What follows belongs to an exercise in optimizing a design on an open flow for small area, a short achievable clock period and few clock cycles per item; a production flow would make more cautious choices. At most, simulation tests tie the RTL to the original design; equivalence was not proved.

==> inputs of run G <==
## MLP_RTL_IP_v1_0
module MLP_RTL_IP_v1_0 (
    ACLK,
    ARESETN,
    S_AXIS_TREADY,
    S_AXIS_TDATA,
    S_AXIS_TLAST,
    S_AXIS_TVALID,
    M_AXIS_TVALID,
    M_AXIS_TDATA,
    M_AXIS_TLAST,
    M_AXIS_TREADY
);
Settings: LEC_CHECK=0, CAP_MARGIN=20, CORE_MARGIN=2, CORE_UTILIZATION=40, CTS_BUF_LIST=sky130_fd_sc_hd__clkbuf_16, CTS_CLUSTER_DIAMETER=80, CTS_CLUSTER_SIZE=30, SETUP_SLACK_MARGIN=3.3, SLEW_MARGIN=20, SYNTH_HIERARCHICAL=1, SYNTH_MINIMUM_KEEP_SIZE=0; clock period 6.0 ns.
run.sh (not shown) runs the stock make flow with config.mk's settings and CLKGATE_MAP_FILE= SYNTH_SCRIPT=/design/flow/synth_recipe.tcl, a recipe that flattens the netlist after the stock synthesis.
==> inputs of run C, as changes to run G <==
--- a/flow/design.v
+++ b/flow/design.v
@@ -1165,17 +1165,17 @@
     wire s1_703, s1_704;
     mlp_fa s1_703_u (.a(s1_684), .b(s1_697), .c(s1_699), .s(s1_703), .co(s1_704));
     wire s1_705 = s1_690 ^ s1_692 ^ s1_694;
     wire s1_706 = s1_696 ^ s1_698 ^ s1_700;
     assign r = {s1_706, s1_704, s1_702, s1_705, s1_703, s1_701, s1_688, s1_686, s1_687, s1_685, s1_662, s1_660, s1_658, s1_683, s1_681, s1_661, s1_624, s1_659, s1_657, s1_622, s1_620, s1_618, s1_655, s1_623, s1_621, s1_619, s1_617, s1_574, s1_572, s1_570, s1_568, s1_573, s1_571, s1_514, s1_569, s1_512, s1_567, s1_510, s1_508, s1_506, s1_565, s1_563, s1_513, s1_511, s1_442, s1_509, s1_507, s1_440, s1_438, s1_505, s1_436, s1_434, s1_503, s1_441, s1_439, s1_437, s1_360, s1_435, s1_433, s1_358, s1_356, s1_354, s1_352, s1_359, s1_357, s1_276, s1_355, s1_353, s1_274, s1_272, s1_351, s1_270, s1_349, s1_275, s1_273, s1_271, s1_202, s1_269, s1_200, s1_198, s1_201, s1_199, s1_197, s1_140, s1_138, s1_195, s1_139, s1_90, s1_137, s1_88, s1_135, s1_133, s1_89, s1_87, s1_50, s1_49, s1_47, s1_21, s1_19, s1_5, s1_3};
 endmodule
 module mlp_s2 (
     input  [100:0] r,
-    output [44:0] y
+    output [16:0] y        
 );
     wire s2_1 = r[28] ^ r[29];
     wire s2_2 = r[28] & r[29];
     wire s2_3, s2_4;
     mlp_fa s2_3_u (.a(r[38]), .b(r[39]), .c(r[40]), .s(s2_3), .co(s2_4));
     wire s2_5, s2_6;
     mlp_fa s2_5_u (.a(r[48]), .b(r[49]), .c(r[50]), .s(s2_5), .co(s2_6));
     wire s2_7 = r[51] ^ r[52];
@@ -1287,51 +1287,68 @@
     mlp_fa s2_112_u (.a(s2_78), .b(s2_81), .c(s2_80), .s(s2_112), .co(s2_113));
     wire s2_114, s2_115;
     mlp_fa s2_114_u (.a(s2_82), .b(s2_85), .c(s2_84), .s(s2_114), .co(s2_115));
     wire s2_116, s2_117;
     mlp_fa s2_116_u (.a(s2_86), .b(s2_89), .c(s2_91), .s(s2_116), .co(s2_117));
     wire s2_118, s2_119;
     mlp_fa s2_118_u (.a(s2_93), .b(s2_90), .c(s2_95), .s(s2_118), .co(s2_119));
     wire s2_120 = r[100] ^ s2_94 ^ s2_97;
-    assign y = {s2_96, s2_120, s2_119, s2_92, s2_118, s2_117, s2_88, s2_116, s2_115, s2_87, s2_114, s2_113, s2_83, s2_112, s2_111, s2_79, s2_110, s2_109, s2_75, s2_108, s2_107, s2_71, s2_106, s2_105, s2_67, s2_104, s2_103, s2_63, s2_102, s2_101, s2_57, s2_100, s2_99, s2_55, r[14], s2_98, r[8], r[7], r[6], r[5], r[4], r[3], r[2], r[1], r[0]};
-endmodule
-module mlp_s3 (
-    input  [44:0] r,
-    output [7:0]  y
-);
-    wire s3_1 = r[6] ^ r[7];
-    wire s3_2 = r[6] & r[7];
-    wire s3_3, s3_4;
-    mlp_fa s3_3_u (.a(r[9]), .b(r[10]), .c(r[11]), .s(s3_3), .co(s3_4));
-    wire s3_5, s3_6;
-    mlp_fa s3_5_u (.a(r[12]), .b(r[13]), .c(r[14]), .s(s3_5), .co(s3_6));
-    wire s3_7, s3_8;
-    mlp_fa s3_7_u (.a(r[15]), .b(r[16]), .c(r[17]), .s(s3_7), .co(s3_8));
-    wire s3_9, s3_10;
-    mlp_fa s3_9_u (.a(r[18]), .b(r[19]), .c(r[20]), .s(s3_9), .co(s3_10));
-    wire s3_11, s3_12;
-    mlp_fa s3_11_u (.a(r[21]), .b(r[22]), .c(r[23]), .s(s3_11), .co(s3_12));
-    wire s3_13, s3_14;
-    mlp_fa s3_13_u (.a(r[24]), .b(r[25]), .c(r[26]), .s(s3_13), .co(s3_14));
-    wire s3_15, s3_16;
-    mlp_fa s3_15_u (.a(r[27]), .b(r[28]), .c(r[29]), .s(s3_15), .co(s3_16));
-    wire s3_17, s3_18;
-    mlp_fa s3_17_u (.a(r[30]), .b(r[31]), .c(r[32]), .s(s3_17), .co(s3_18));
-    wire s3_19, s3_20;
-    mlp_fa s3_19_u (.a(r[33]), .b(r[34]), .c(r[35]), .s(s3_19), .co(s3_20));
-    wire s3_21, s3_22;
-    mlp_fa s3_21_u (.a(r[36]), .b(r[37]), .c(r[38]), .s(s3_21), .co(s3_22));
-    wire s3_23, s3_24;
-    mlp_fa s3_23_u (.a(r[39]), .b(r[40]), .c(r[41]), .s(s3_23), .co(s3_24));
-    wire s3_25 = r[42] ^ r[43] ^ r[44];
-    wire [15:0] ra = {s3_24, s3_22, s3_20, s3_18, s3_16, s3_14, s3_12, s3_10, s3_8, s3_6, s3_4, s3_2, s3_1, r[4], r[2], r[0]};
-    wire [15:0] rb = {s3_25, s3_23, s3_21, s3_19, s3_17, s3_15, s3_13, s3_11, s3_9, s3_7, s3_5, s3_3, r[8], r[5], r[3], r[1]};
-    wire [15:0] sum = ra + rb;
-    assign y = sum[15:8];
+    wire s2_121 = r[6] ^ r[7];
+    wire s2_122 = r[6] & r[7];
+    wire s2_123, s2_124;
+    mlp_fa s2_123_u (.a(r[14]), .b(s2_98), .c(s2_55), .s(s2_123), .co(s2_124));
+    wire s2_125, s2_126;
+    mlp_fa s2_125_u (.a(s2_99), .b(s2_57), .c(s2_100), .s(s2_125), .co(s2_126));
+    wire s2_127, s2_128;
+    mlp_fa s2_127_u (.a(s2_63), .b(s2_101), .c(s2_102), .s(s2_127), .co(s2_128));
+    wire s2_129, s2_130;
+    mlp_fa s2_129_u (.a(s2_103), .b(s2_67), .c(s2_104), .s(s2_129), .co(s2_130));
+    wire s2_131, s2_132;
+    mlp_fa s2_131_u (.a(s2_71), .b(s2_105), .c(s2_106), .s(s2_131), .co(s2_132));
+    wire s2_133, s2_134;
+    mlp_fa s2_133_u (.a(s2_107), .b(s2_75), .c(s2_108), .s(s2_133), .co(s2_134));
+    wire s2_135, s2_136;
+    mlp_fa s2_135_u (.a(s2_79), .b(s2_109), .c(s2_110), .s(s2_135), .co(s2_136));
+    wire s2_137, s2_138;
+    mlp_fa s2_137_u (.a(s2_83), .b(s2_111), .c(s2_112), .s(s2_137), .co(s2_138));
+    wire s2_139, s2_140;
+    mlp_fa s2_139_u (.a(s2_87), .b(s2_113), .c(s2_114), .s(s2_139), .co(s2_140));
+    wire s2_141, s2_142;
+    mlp_fa s2_141_u (.a(s2_88), .b(s2_116), .c(s2_115), .s(s2_141), .co(s2_142));
+    wire s2_143, s2_144;
+    mlp_fa s2_143_u (.a(s2_92), .b(s2_118), .c(s2_117), .s(s2_143), .co(s2_144));
+    wire s2_145 = s2_96 ^ s2_120 ^ s2_119;
+    wire [7:0] lg = {s2_128, s2_126, s2_124, s2_122, s2_121, r[4], r[2], r[0]} & {s2_129, s2_127, s2_125, s2_123, r[8], r[5], r[3], r[1]};
+    wire [7:0] lp = {s2_128, s2_126, s2_124, s2_122, s2_121, r[4], r[2], r[0]} ^ {s2_129, s2_127, s2_125, s2_123, r[8], r[5], r[3], r[1]};
+    wire cg1 = lg[1] | (lp[1] & lg[0]);
+    wire cp1 = lp[1] & lp[0];
+    wire cg2 = lg[3] | (lp[3] & lg[2]);
+    wire cp2 = lp[3] & lp[2];
+    wire cg3 = lg[5] | (lp[5] & lg[4]);
+    wire cp3 = lp[5] & lp[4];
+    wire cg4 = lg[7] | (lp[7] & lg[6]);
+    wire cp4 = lp[7] & lp[6];
+    wire cg5 = lg[2] | (lp[2] & cg1);
+    wire cp5 = lp[2] & cp1;
+    wire cg6 = cg2 | (cp2 & cg1);
+    wire cp6 = cp2 & cp1;
+    wire cg7 = lg[6] | (lp[6] & cg3);
+    wire cp7 = lp[6] & cp3;
+    wire cg8 = cg4 | (cp4 & cg3);
+    wire cp8 = cp4 & cp3;
+    wire cg9 = lg[4] | (lp[4] & cg6);
+    wire cp9 = lp[4] & cp6;
+    wire cg10 = cg3 | (cp3 & cg6);
+    wire cp10 = cp3 & cp6;
+    wire cg11 = cg7 | (cp7 & cg6);
+    wire cp11 = cp7 & cp6;
+    wire cg12 = cg8 | (cp8 & cg6);
+    wire cp12 = cp8 & cp6;
+    assign y = {s2_144, s2_142, s2_140, s2_138, s2_136, s2_134, s2_132, s2_130, s2_145, s2_143, s2_141, s2_139, s2_137, s2_135, s2_133, s2_131, cg12};
 endmodule
 module mlp_l2 (
     input  [7:0]  h,
     input  [7:0]  c,
     input  [15:0] base,
     output [15:0] ys,
     output [15:0] yc
 );
@@ -1517,22 +1534,22 @@
 module mlp_neuron (
     input         clk,
     input  [55:0] xn,      
     input  [55:0] wn,      
     input  [8:0]  bias,    
     output [7:0]  s        
 );
     reg  [100:0] r1;
-    reg  [44:0] r2;
+    reg  [16:0] r2;
     wire [100:0] r1_d;
-    wire [44:0] r2_d;
+    wire [16:0] r2_d;
     mlp_s1 s1 (.xn(xn), .wn(wn), .bias(bias), .r(r1_d));
     mlp_s2 s2 (.r(r1), .y(r2_d));
-    mlp_s3 s3 (.r(r2), .y(s));
+    assign s = r2[16:9] + r2[8:1] + {7'd0, r2[0]};
     always @(posedge clk) begin
         r1 <= r1_d;
         r2 <= r2_d;
     end
 endmodule
 module mlp_fa (
     input  a,
     input  b,
@@ -1623,20 +1640,18 @@
             rbc <= rac;
         end
         if (ldw & wcnt == 3'd4) b3 <= S_AXIS_TDATA[7:0];
     end
     reg [31:0] xr0, xq;
     reg [23:0] xr1;
     always @(posedge ACLK) begin
         if (run & ~word1 & ~par) xr0 <= dn;
-        if (run & word1 & par) begin
-            xq  <= xr0;
-            xr1 <= dn[23:0];
-        end
+        if (par) xr1 <= dn[23:0];
+        xq <= xr0;
     end
     wire [7:0] s;
     mlp_neuron nu (.clk(ACLK), .xn({xr1, xq}), .wn({ra3, ra0[23:0]}), .bias(ra0[32:24]),
                    .s(s));
     reg  [7:0] sa;       
     reg  [7:0] h;
     reg  [6:0] f;        
     wire       vh1 = f[4];
CTS_CLUSTER_DIAMETER = 90   (was 80)
CTS_CLUSTER_SIZE = 35   (was 30)
SETUP_SLACK_MARGIN = 3.0   (was 3.3)
==> notes <==
- In run G the final area is higher than in run C, by 12%.
- Against run G, the clock-buffer cell count of run C is lower by 3.
- In run G the first-iteration DRC count is higher than in run C, by 7.7%.
- Sequential share of layout area: run C is higher than run G (0.95 points).
- Between run G and run C, the lower wire length is in run C (gap about 9%, measured against run C).
- Between run C and run G, the lower final cell count is in run C (gap 6.5%, measured against run G).
- Against run G, the register-to-register slack of run C is lower by 0.09 ns.
- Against run C, the die area of run G is higher by 3.7%.
==> figures <==
Run status: run G finished clean; run C finished clean
Die Area: run G 0.07982 sq mm; run C 0.07700 sq mm
Number of antenna violations at the first check in global routing: run G 5; run C 0
Simple logic cell fraction of the synthesized area: run G 10.91%; run C 11.53%
Number of combinational gates with multiple inputs: run G 1757; run C 1721
Placed Cells incl. Taps: run G 3463; run C 3329
Top layer reached by signal wires: run G met5; run C met4
Clock latency on the worst-skew pair: run G 0.63 ns; run C 0.62 ns
Xor and xnor fraction of the mapped netlist area: run G 1.185%; run C 1.096%
Crit Reg-Reg Startpoint: run G xq[15]; run C xq[3]
First DRT Iteration DRCs: run G 1491; run C 1384
Routed WL per cell: run G 23.22 um; run C 22.81 um
Antenna diode count: run G 1; run C 0
Minimum clock period: run G 2.879 ns; run C 2.971 ns
Worst-case headroom to the max-slew limit: run G 43.94%; run C 32.86%
Multi-input combinational cell area: run G 0.01812 sq mm; run C 0.01663 sq mm
Worst path arrival time: run G 3.43 ns; run C 3.47 ns
Fraction of post-synthesis cell area in the top cell type by area: run G 30.90%; run C 32.18%
RD Place Congestion: run G 0.9720; run C 0.9808
Worst setup endpoint: run G nu.r1[77]; run C nu.r1[47]
Testbench counts of run G, summed over its fixed seeds: cycles 2,160, items 1,024.
Testbench counts of run C, summed over its fixed seeds: cycles 2,160, items 1,024.

* * *

==> run a: inputs <==
MLP_RTL_IP_v1_0, a different RTL version from the one above (not shown whole).
## MLP_RTL_IP_v1_0
module MLP_RTL_IP_v1_0 (
    ACLK,
    ARESETN,
    S_AXIS_TREADY,
    S_AXIS_TDATA,
    S_AXIS_TLAST,
    S_AXIS_TVALID,
    M_AXIS_TVALID,
    M_AXIS_TDATA,
    M_AXIS_TLAST,
    M_AXIS_TREADY
);
Settings: LEC_CHECK=0, CAP_MARGIN=20, CORE_MARGIN=2, CORE_UTILIZATION=40, CTS_BUF_LIST=sky130_fd_sc_hd__clkbuf_16, CTS_CLUSTER_DIAMETER=80, CTS_CLUSTER_SIZE=30, SETUP_SLACK_MARGIN=3.2, SLEW_MARGIN=20, SYNTH_HIERARCHICAL=1, SYNTH_MINIMUM_KEEP_SIZE=0; clock period 6.0 ns.
==> run b: changes against run a <==
--- a/flow/config.mk
+++ b/flow/config.mk
@@ -13,3 +13,3 @@
 export CTS_CLUSTER_SIZE = 30
-export SETUP_SLACK_MARGIN = 3.2
+export SETUP_SLACK_MARGIN = 3.0
 export SLEW_MARGIN = 20
==> run notes <==
Rel. slew slack 33.9%; actual slew at the worst max-slew pin 0.989 ns; WP data required between 6 and 7 ns; met1 Use GR between 20 and 30%; status finished clean; buffering overhead 4.38%; Detailed Route WL roughly 79 mm; crit path cell chain fa_1 -> ha_4 -> a211oi_2 -> nor2_2 -> o31ai_4 -> buf_4 -> a21oi_2 -> or3_4 -> xor2_2 -> o21a_1; fin cells a little under 4,000; count of plain and timing-repair buffers ~140
That was run a.
==> run notes <==
status finished clean; count of plain and timing-repair buffers 57; crit path launch pc[4]$_DFF_P_; CP endpoint kind flop; met1 Use GR between 20% and 30%; Detailed Route WL 75.7 mm; RR Startpoint pc[4]$_DFF_P_; EDFF count, synth 50; WP data required around 6.4 ns; clock slew at reported path FFs 0.11 ns; fin cells roughly 3,800; actual slew at the worst max-slew pin just under 0.9 ns; Rel. slew slack between 40% and 50%; crit path cell chain fa_1 -> ha_4 -> a211oi_2 -> nor2_2 -> o31ai_4 -> a21oi_2 -> or3_4 -> xor2_4 -> o21a_1; buffering overhead 1.67%
That was run b.
Testbench counts of run a, summed over its fixed seeds: cycles 2,152, items 1,024.
Testbench counts of run b, summed over its fixed seeds: cycles 2,152, items 1,024.

* * *

==> inputs of 09-10 <==
MLP_RTL_IP_v1_0, a different RTL version from the one above (not shown whole).
// MLP_RTL_IP_v1_0
module MLP_RTL_IP_v1_0 (
    ACLK,
    ARESETN,
    S_AXIS_TREADY,
    S_AXIS_TDATA,
    S_AXIS_TLAST,
    S_AXIS_TVALID,
    M_AXIS_TVALID,
    M_AXIS_TDATA,
    M_AXIS_TLAST,
    M_AXIS_TREADY
);
    input         ACLK;
    input         ARESETN;
    output        S_AXIS_TREADY;
    input  [31:0] S_AXIS_TDATA;
    input         S_AXIS_TLAST;
    input         S_AXIS_TVALID;
    output        M_AXIS_TVALID;
    output [31:0] M_AXIS_TDATA;
    output        M_AXIS_TLAST;
    input         M_AXIS_TREADY;
    reg       par;       
    reg       run;       
    reg [2:0] wcnt;      
    reg       word1;     
    reg [2:0] cnt;       
    reg       ov;        
    wire take = ov & M_AXIS_TREADY;
    reg  rdy;            
    assign S_AXIS_TREADY = rdy;
    wire acc_in = S_AXIS_TVALID & rdy;
    wire [31:0] dn = ~S_AXIS_TDATA;
    wire       par_n   = ~par;
    wire       run_n   = run | (acc_in & ~run & wcnt == 3'd4);
    wire [2:0] wcnt_n  = wcnt + {2'd0, acc_in & ~run};
    wire       word1_n = word1 ^ (acc_in & run);
    wire [2:0] cnt_n   = cnt + {2'd0, acc_in & run & word1} - {2'd0, take};
    reg        rdy_n;
    always @(*) begin
        if (!run_n) begin
            case (wcnt_n)
                3'd1, 3'd3: rdy_n = par_n;
                default:    rdy_n = ~par_n;
            endcase
        end else if (word1_n) begin
            rdy_n = ~par_n & ~cnt_n[2];
        end else begin
            rdy_n = par_n;
  ...
==> module MLP_RTL_IP_v1_0, before the edit <==
module MLP_RTL_IP_v1_0 (
    ACLK,
    ARESETN,
    S_AXIS_TREADY,
    S_AXIS_TDATA,
    S_AXIS_TLAST,
    S_AXIS_TVALID,
    M_AXIS_TVALID,
    M_AXIS_TDATA,
    M_AXIS_TLAST,
    M_AXIS_TREADY
);
    input         ACLK;
    input         ARESETN;
    output        S_AXIS_TREADY;
    input  [31:0] S_AXIS_TDATA;
    input         S_AXIS_TLAST;
    input         S_AXIS_TVALID;
    output        M_AXIS_TVALID;
    output [31:0] M_AXIS_TDATA;
    output        M_AXIS_TLAST;
    input         M_AXIS_TREADY;
    reg       par;       
    reg       run;       
    reg [2:0] wcnt;      
    reg       word1;     
    reg [2:0] cnt;       
    reg       ov;        
    wire take = ov & M_AXIS_TREADY;
    reg  rdy;            
    assign S_AXIS_TREADY = rdy;
    wire acc_in = S_AXIS_TVALID & rdy;
    wire [31:0] dn = ~S_AXIS_TDATA;
    wire       par_n   = ~par;
    wire       run_n   = run | (acc_in & ~run & wcnt == 3'd4);
    wire [2:0] wcnt_n  = wcnt + {2'd0, acc_in & ~run};
    wire       word1_n = word1 ^ (acc_in & run);
    wire [2:0] cnt_n   = cnt + {2'd0, acc_in & run & word1} - {2'd0, take};
    reg        rdy_n;
    always @(*) begin
        if (!run_n) begin
            case (wcnt_n)
                3'd1, 3'd3: rdy_n = par_n;
                default:    rdy_n = ~par_n;
            endcase
        end else if (word1_n) begin
            rdy_n = ~par_n & ~cnt_n[2];
        end else begin
            rdy_n = par_n;
        end
    end
    wire ldw = ~run & rdy;
    reg [23:0] ra1, rb1, ra2, rb2;    
    reg [7:0]  a13, a23;              
    reg [7:0]  b1, b2, b3;
    reg [7:0]  rac, rbc;              
    always @(posedge ACLK) begin
        ra1 <= rb1;
        rb1 <= (ldw & (wcnt == 3'd0 | wcnt == 3'd1)) ? dn[31:8] : ra1;
        ra2 <= rb2;
        rb2 <= (ldw & (wcnt == 3'd2 | wcnt == 3'd3)) ? dn[31:8] : ra2;
        if (ldw & wcnt == 3'd4) begin
            rac <= S_AXIS_TDATA[23:16];
            rbc <= S_AXIS_TDATA[15:8];
        end else begin
            rac <= rbc;
            rbc <= rac;
        end
        if (ldw & wcnt == 3'd0) b1  <= S_AXIS_TDATA[7:0];
        if (ldw & wcnt == 3'd1) a13 <= dn[7:0];
        if (ldw & wcnt == 3'd2) b2  <= S_AXIS_TDATA[7:0];
        if (ldw & wcnt == 3'd3) a23 <= dn[7:0];
        if (ldw & wcnt == 3'd4) b3  <= S_AXIS_TDATA[7:0];
    end
    reg [31:0] xr;
    reg        xv, xp;
    always @(posedge ACLK) begin
        xr[23:0]  <= dn[23:0];
        xr[31:24] <= dn[31:24] | {8{~par}};    
    end
    reg v1, p1, vs;
    wire [7:0] s1, s2;
    mlp_neuron n1 (.clk(ACLK), .xn(xr), .wn({a13, ra1}), .bias(b1), .ph0(~xp),
                   .v1(v1), .p1(p1), .clr(~run), .s(s1));
    mlp_neuron n2 (.clk(ACLK), .xn(xr), .wn({a23, ra2}), .bias(b2), .ph0(~xp),
                   .v1(v1), .p1(p1), .clr(~run), .s(s2));
    reg  [7:0] sa, sb;   
    reg  [7:0] h;
    reg        vh1, vh2, vq;
    wire [7:0] g;
    always @(posedge ACLK) begin
        sa <= (v1 & p1) ? s1 : sb;
        sb <= s2;
    end
    perceptron_sigmoid sig (.idx(sa), .val(g));
    always @(posedge ACLK) h <= g;
    reg  [15:0] ls, lc;
    wire [15:0] ls_d, lc_d;
    wire [15:0] b3row = {7'd0, b3[7], ~b3[7], b3[6:0]};
    mlp_l2 l2u (.h(h), .c(rac), .bs(vh2 ? ls : b3row), .bc(lc & {16{vh2}}),
                .ys(ls_d), .yc(lc_d));
    always @(posedge ACLK) begin
        ls <= ls_d;
        lc <= lc_d;
    end
    wire [15:0] l2sum = ls + lc;
    reg  [7:0] yo;
    reg  [7:0] q0, q1, q2;
    reg  [2:0] wp, rp;   
    reg  [1:0] fc;       
    wire [7:0] y    = l2sum[15:8];
    wire       push = vq;
    wire       adv  = take | ~ov;               
    wire       pop  = adv & (fc != 2'd0);
    wire       qwr  = push & ~(adv & fc == 2'd0);
    wire [7:0] qh   = ({8{rp[0]}} & q0) | ({8{rp[1]}} & q1) | ({8{rp[2]}} & q2);
    always @(posedge ACLK) begin
        if (qwr & wp[0]) q0 <= y;
        if (qwr & wp[1]) q1 <= y;
        if (qwr & wp[2]) q2 <= y;
        if (adv) yo <= (fc != 2'd0) ? qh : y;
    end
    assign M_AXIS_TVALID = ov;
    assign M_AXIS_TLAST  = ov;
    assign M_AXIS_TDATA  = {24'd0, yo};
    always @(posedge ACLK) begin
        if (!ARESETN) begin
            par   <= 1'b0;
            run   <= 1'b0;
            wcnt  <= 3'd0;
            word1 <= 1'b0;
            cnt   <= 3'd0;
            rdy   <= 1'b1;
            ov    <= 1'b0;
            xv    <= 1'b0;
            xp    <= 1'b0;
            v1    <= 1'b0;
            p1    <= 1'b0;
            vs    <= 1'b0;
            vh1   <= 1'b0;
            vh2   <= 1'b0;
            vq    <= 1'b0;
            wp    <= 3'b001;
            rp    <= 3'b001;
            fc    <= 2'd0;
        end else begin
            par   <= par_n;
            run   <= run_n;
            wcnt  <= wcnt_n;
            word1 <= word1_n;
            cnt   <= cnt_n;
            rdy   <= rdy_n;
            xv  <= acc_in & run;
            xp  <= word1;
            v1  <= xv;
            p1  <= xp;
            vs  <= v1 & p1;
            vh1 <= vs;
            vh2 <= vh1;
            vq  <= vh2;
            if (qwr) wp <= {wp[1:0], wp[2]};
            if (pop) rp <= {rp[1:0], rp[2]};
            fc <= fc + {1'b0, qwr} - {1'b0, pop};
            if (adv) ov <= push | (fc != 2'd0);
        end
    end
endmodule
clock: 6.0 ns
lec_check: 0
cap_margin: 20
core_margin: 2
core_utilization: 40
setup_slack_margin: 3.0
slew_margin: 20
synth_hierarchical: 1
synth_minimum_keep_size: 0
==> inputs of 02-14, as changes to 09-10 <==
--- a/flow/design.v
+++ b/flow/design.v
@@ -1066,50 +1066,44 @@
     reg [2:0] cnt;       
     reg       ov;        
     wire take = ov & M_AXIS_TREADY;
-    reg  rdy;            
-    assign S_AXIS_TREADY = rdy;
-    wire acc_in = S_AXIS_TVALID & rdy;
-    wire [31:0] dn = ~S_AXIS_TDATA;
-    wire       par_n   = ~par;
-    wire       run_n   = run | (acc_in & ~run & wcnt == 3'd4);
-    wire [2:0] wcnt_n  = wcnt + {2'd0, acc_in & ~run};
-    wire       word1_n = word1 ^ (acc_in & run);
-    wire [2:0] cnt_n   = cnt + {2'd0, acc_in & run & word1} - {2'd0, take};
-    reg        rdy_n;
+    reg  rdy;
     always @(*) begin
-        if (!run_n) begin
-            case (wcnt_n)
-                3'd1, 3'd3: rdy_n = par_n;
-                default:    rdy_n = ~par_n;
+        if (!run) begin
+            case (wcnt)
+                3'd1, 3'd3: rdy = par;
+                default:    rdy = ~par;
             endcase
-        end else if (word1_n) begin
-            rdy_n = ~par_n & ~cnt_n[2];
+        end else if (word1) begin
+            rdy = ~par & ~cnt[2];
         end else begin
-            rdy_n = par_n;
+            rdy = par;
         end
     end
-    wire ldw = ~run & rdy;
+    assign S_AXIS_TREADY = rdy;
+    wire acc_in = S_AXIS_TVALID & rdy;
+    wire ld     = acc_in & ~run;
+    wire [31:0] dn = ~S_AXIS_TDATA;
     reg [23:0] ra1, rb1, ra2, rb2;    
     reg [7:0]  a13, a23;              
     reg [7:0]  b1, b2, b3;
     reg [7:0]  rac, rbc;              
     always @(posedge ACLK) begin
         ra1 <= rb1;
-        rb1 <= (ldw & (wcnt == 3'd0 | wcnt == 3'd1)) ? dn[31:8] : ra1;
+        rb1 <= (ld & (wcnt == 3'd0 | wcnt == 3'd1)) ? dn[31:8] : ra1;
         ra2 <= rb2;
-        rb2 <= (ldw & (wcnt == 3'd2 | wcnt == 3'd3)) ? dn[31:8] : ra2;
-        if (ldw & wcnt == 3'd4) begin
+        rb2 <= (ld & (wcnt == 3'd2 | wcnt == 3'd3)) ? dn[31:8] : ra2;
+        if (ld & wcnt == 3'd4) begin
             rac <= S_AXIS_TDATA[23:16];
             rbc <= S_AXIS_TDATA[15:8];
         end else begin
             rac <= rbc;
             rbc <= rac;
         end
-        if (ldw & wcnt == 3'd0) b1  <= S_AXIS_TDATA[7:0];
-        if (ldw & wcnt == 3'd1) a13 <= dn[7:0];
-        if (ldw & wcnt == 3'd2) b2  <= S_AXIS_TDATA[7:0];
-        if (ldw & wcnt == 3'd3) a23 <= dn[7:0];
-        if (ldw & wcnt == 3'd4) b3  <= S_AXIS_TDATA[7:0];
+        if (ld & wcnt == 3'd0) b1  <= S_AXIS_TDATA[7:0];
+        if (ld & wcnt == 3'd1) a13 <= dn[7:0];
+        if (ld & wcnt == 3'd2) b2  <= S_AXIS_TDATA[7:0];
+        if (ld & wcnt == 3'd3) a23 <= dn[7:0];
+        if (ld & wcnt == 3'd4) b3  <= S_AXIS_TDATA[7:0];
     end
     reg [31:0] xr;
     reg        xv, xp;
@@ -1143,25 +1137,22 @@
         lc <= lc_d;
     end
     wire [15:0] l2sum = ls + lc;
-    reg  [7:0] yo;
-    reg  [7:0] q0, q1, q2;
-    reg  [2:0] wp, rp;   
-    reg  [1:0] fc;       
-    wire [7:0] y    = l2sum[15:8];
-    wire       push = vq;
-    wire       adv  = take | ~ov;               
-    wire       pop  = adv & (fc != 2'd0);
-    wire       qwr  = push & ~(adv & fc == 2'd0);
-    wire [7:0] qh   = ({8{rp[0]}} & q0) | ({8{rp[1]}} & q1) | ({8{rp[2]}} & q2);
-    always @(posedge ACLK) begin
-        if (qwr & wp[0]) q0 <= y;
-        if (qwr & wp[1]) q1 <= y;
-        if (qwr & wp[2]) q2 <= y;
-        if (adv) yo <= (fc != 2'd0) ? qh : y;
-    end
+    reg [7:0] q0, q1, q2, q3;
+    reg [3:0] wp, rp;    
+    wire push = vq;
+    always @(posedge ACLK) begin
+        if (push & wp[0]) q0 <= l2sum[15:8];
+        if (push & wp[1]) q1 <= l2sum[15:8];
+        if (push & wp[2]) q2 <= l2sum[15:8];
+        if (push & wp[3]) q3 <= l2sum[15:8];
+    end
+    wire [7:0] yo = ({8{rp[0]}} & q0) | ({8{rp[1]}} & q1) |
+                    ({8{rp[2]}} & q2) | ({8{rp[3]}} & q3);
+    reg [2:0] qn;        
     assign M_AXIS_TVALID = ov;
     assign M_AXIS_TLAST  = ov;
     assign M_AXIS_TDATA  = {24'd0, yo};
+    wire [2:0] qn_next = qn + {2'd0, push} - {2'd0, take};
     always @(posedge ACLK) begin
         if (!ARESETN) begin
             par   <= 1'b0;
@@ -1169,7 +1160,6 @@
             wcnt  <= 3'd0;
             word1 <= 1'b0;
             cnt   <= 3'd0;
-            rdy   <= 1'b1;
             ov    <= 1'b0;
             xv    <= 1'b0;
             xp    <= 1'b0;
@@ -1179,16 +1169,16 @@
             vh1   <= 1'b0;
             vh2   <= 1'b0;
             vq    <= 1'b0;
-            wp    <= 3'b001;
-            rp    <= 3'b001;
-            fc    <= 2'd0;
+            wp    <= 4'b0001;
+            rp    <= 4'b0001;
+            qn    <= 3'd0;
         end else begin
-            par   <= par_n;
-            run   <= run_n;
-            wcnt  <= wcnt_n;
-            word1 <= word1_n;
-            cnt   <= cnt_n;
-            rdy   <= rdy_n;
+            par <= ~par;
+            if (ld) begin
+                wcnt <= wcnt + 3'd1;
+                if (wcnt == 3'd4) run <= 1'b1;
+            end
+            if (acc_in & run) word1 <= ~word1;
             xv  <= acc_in & run;
             xp  <= word1;
             v1  <= xv;
@@ -1197,10 +1187,11 @@
             vh1 <= vs;
             vh2 <= vh1;
             vq  <= vh2;
-            if (qwr) wp <= {wp[1:0], wp[2]};
-            if (pop) rp <= {rp[1:0], rp[2]};
-            fc <= fc + {1'b0, qwr} - {1'b0, pop};
-            if (adv) ov <= push | (fc != 2'd0);
+            cnt <= cnt + {2'd0, acc_in & run & word1} - {2'd0, take};
+            if (push) wp <= {wp[2:0], wp[3]};
+            if (take) rp <= {rp[2:0], rp[3]};
+            qn  <= qn_next;
+            ov  <= qn_next != 3'd0;
         end
     end
 endmodule
- SETUP_SLACK_MARGIN: 3.0 -> 2.5
==> comparison table <==
item                                                                             09-10                   02-14
Inserted Clock Buffers                                                              46                      47
Insertion delay of the later-clocked pin in the worst-skew pair                0.61 ns                 0.63 ns
Clock-cell share                                                                 4.21%                   4.98%
Top-area cell type share of the netlist area                                     34.7%                   35.0%
Worst flop-to-flop path startpoint                                   n1.r1[24]$_DFF_P_       n2.r1[18]$_DFF_P_
GR met3 Demand/Resource                                                          6.24%                   4.48%
Final WL                                                                      88600 um                81200 um
Horizontal die dimension                                                        286 um                  285 um
Met3 wire length                                                               8860 um                 7010 um
Non-Clock Inverter Count                                                            53                      51
Worst setup path endpoint                                                sa[5]$_DFF_P_  n2.acc[8]$_SDFFE_PP0P_
Run status                                                              finished clean          finished clean
Proportion of cell area occupied by multi-input gates                            57.7%                   59.8%
Effective utilization at floorplan                                               40.3%                   40.2%
Share of final-layout standard cells stronger than drive strength 1              26.3%                   9.27%
Fmax achieved                                                                  288 MHz                 287 MHz
NumNets Final                                                                     3533                    3328
Part of the cycle the worst path needs                                           57.9%                   58.2%
Clk sinks                                                                          435                     437
CP Data Arrival Time                                                           3.92 ns                 4.04 ns
Post-Synth XOR/XNOR Area                                                         1.58%                   1.58%
Uppermost layer routed                                                            met5                    met4
Area share of and/or/nand/nor cells after synthesis                              14.6%                   14.0%
Testbench counts of 02-14, summed over its fixed seeds: cycles 2,144, items 1,024.
No functional check of the RTL was part of 09-10.

==> what the ideal ports hide <==
How much do the figures lean on ideal ports? The routed layouts below were timed once more, with nothing changed but the port constraints.
Step 1 assumes that a clkbuf_16 drives the clock port and a buf_2 every other input.
Step 2 also shifts input and output timing later by t, the mid clock arrival at the registers, as if the neighbouring blocks saw the same clock.
Slacks: no drivers / after step 1 / after step 2; pairs: no drivers / after step 1.
run	shift t [ns]	setup WS [ns]	clock arrival spread, ns	worst register clock-pin slew, ns	cell pins on the clock port's net
run G	0.668	3.121 / 3.121 / 2.868	0.040 / 0.041	0.12 / 0.12	1
run C	0.656	3.029 / 3.029 / 2.676	0.052 / 0.052	0.12 / 0.12	1
run a	0.665	2.961 / 2.961 / 2.632	0.049 / 0.049	0.11 / 0.11	1
run b	0.657	3.033 / 3.033 / 2.523	0.037 / 0.037	0.11 / 0.11	1
09-10	0.645	2.524 / 2.524 / 2.485	0.036 / 0.037	0.07 / 0.07	1
02-14	0.656	2.510 / 2.510 / 2.221	0.082 / 0.082	0.07 / 0.07	1
After both steps setup and hold are still met in every run listed. The setup slack of run b, which loses most, moves by 0.000 ns with the drivers and by -0.510 ns with both steps.
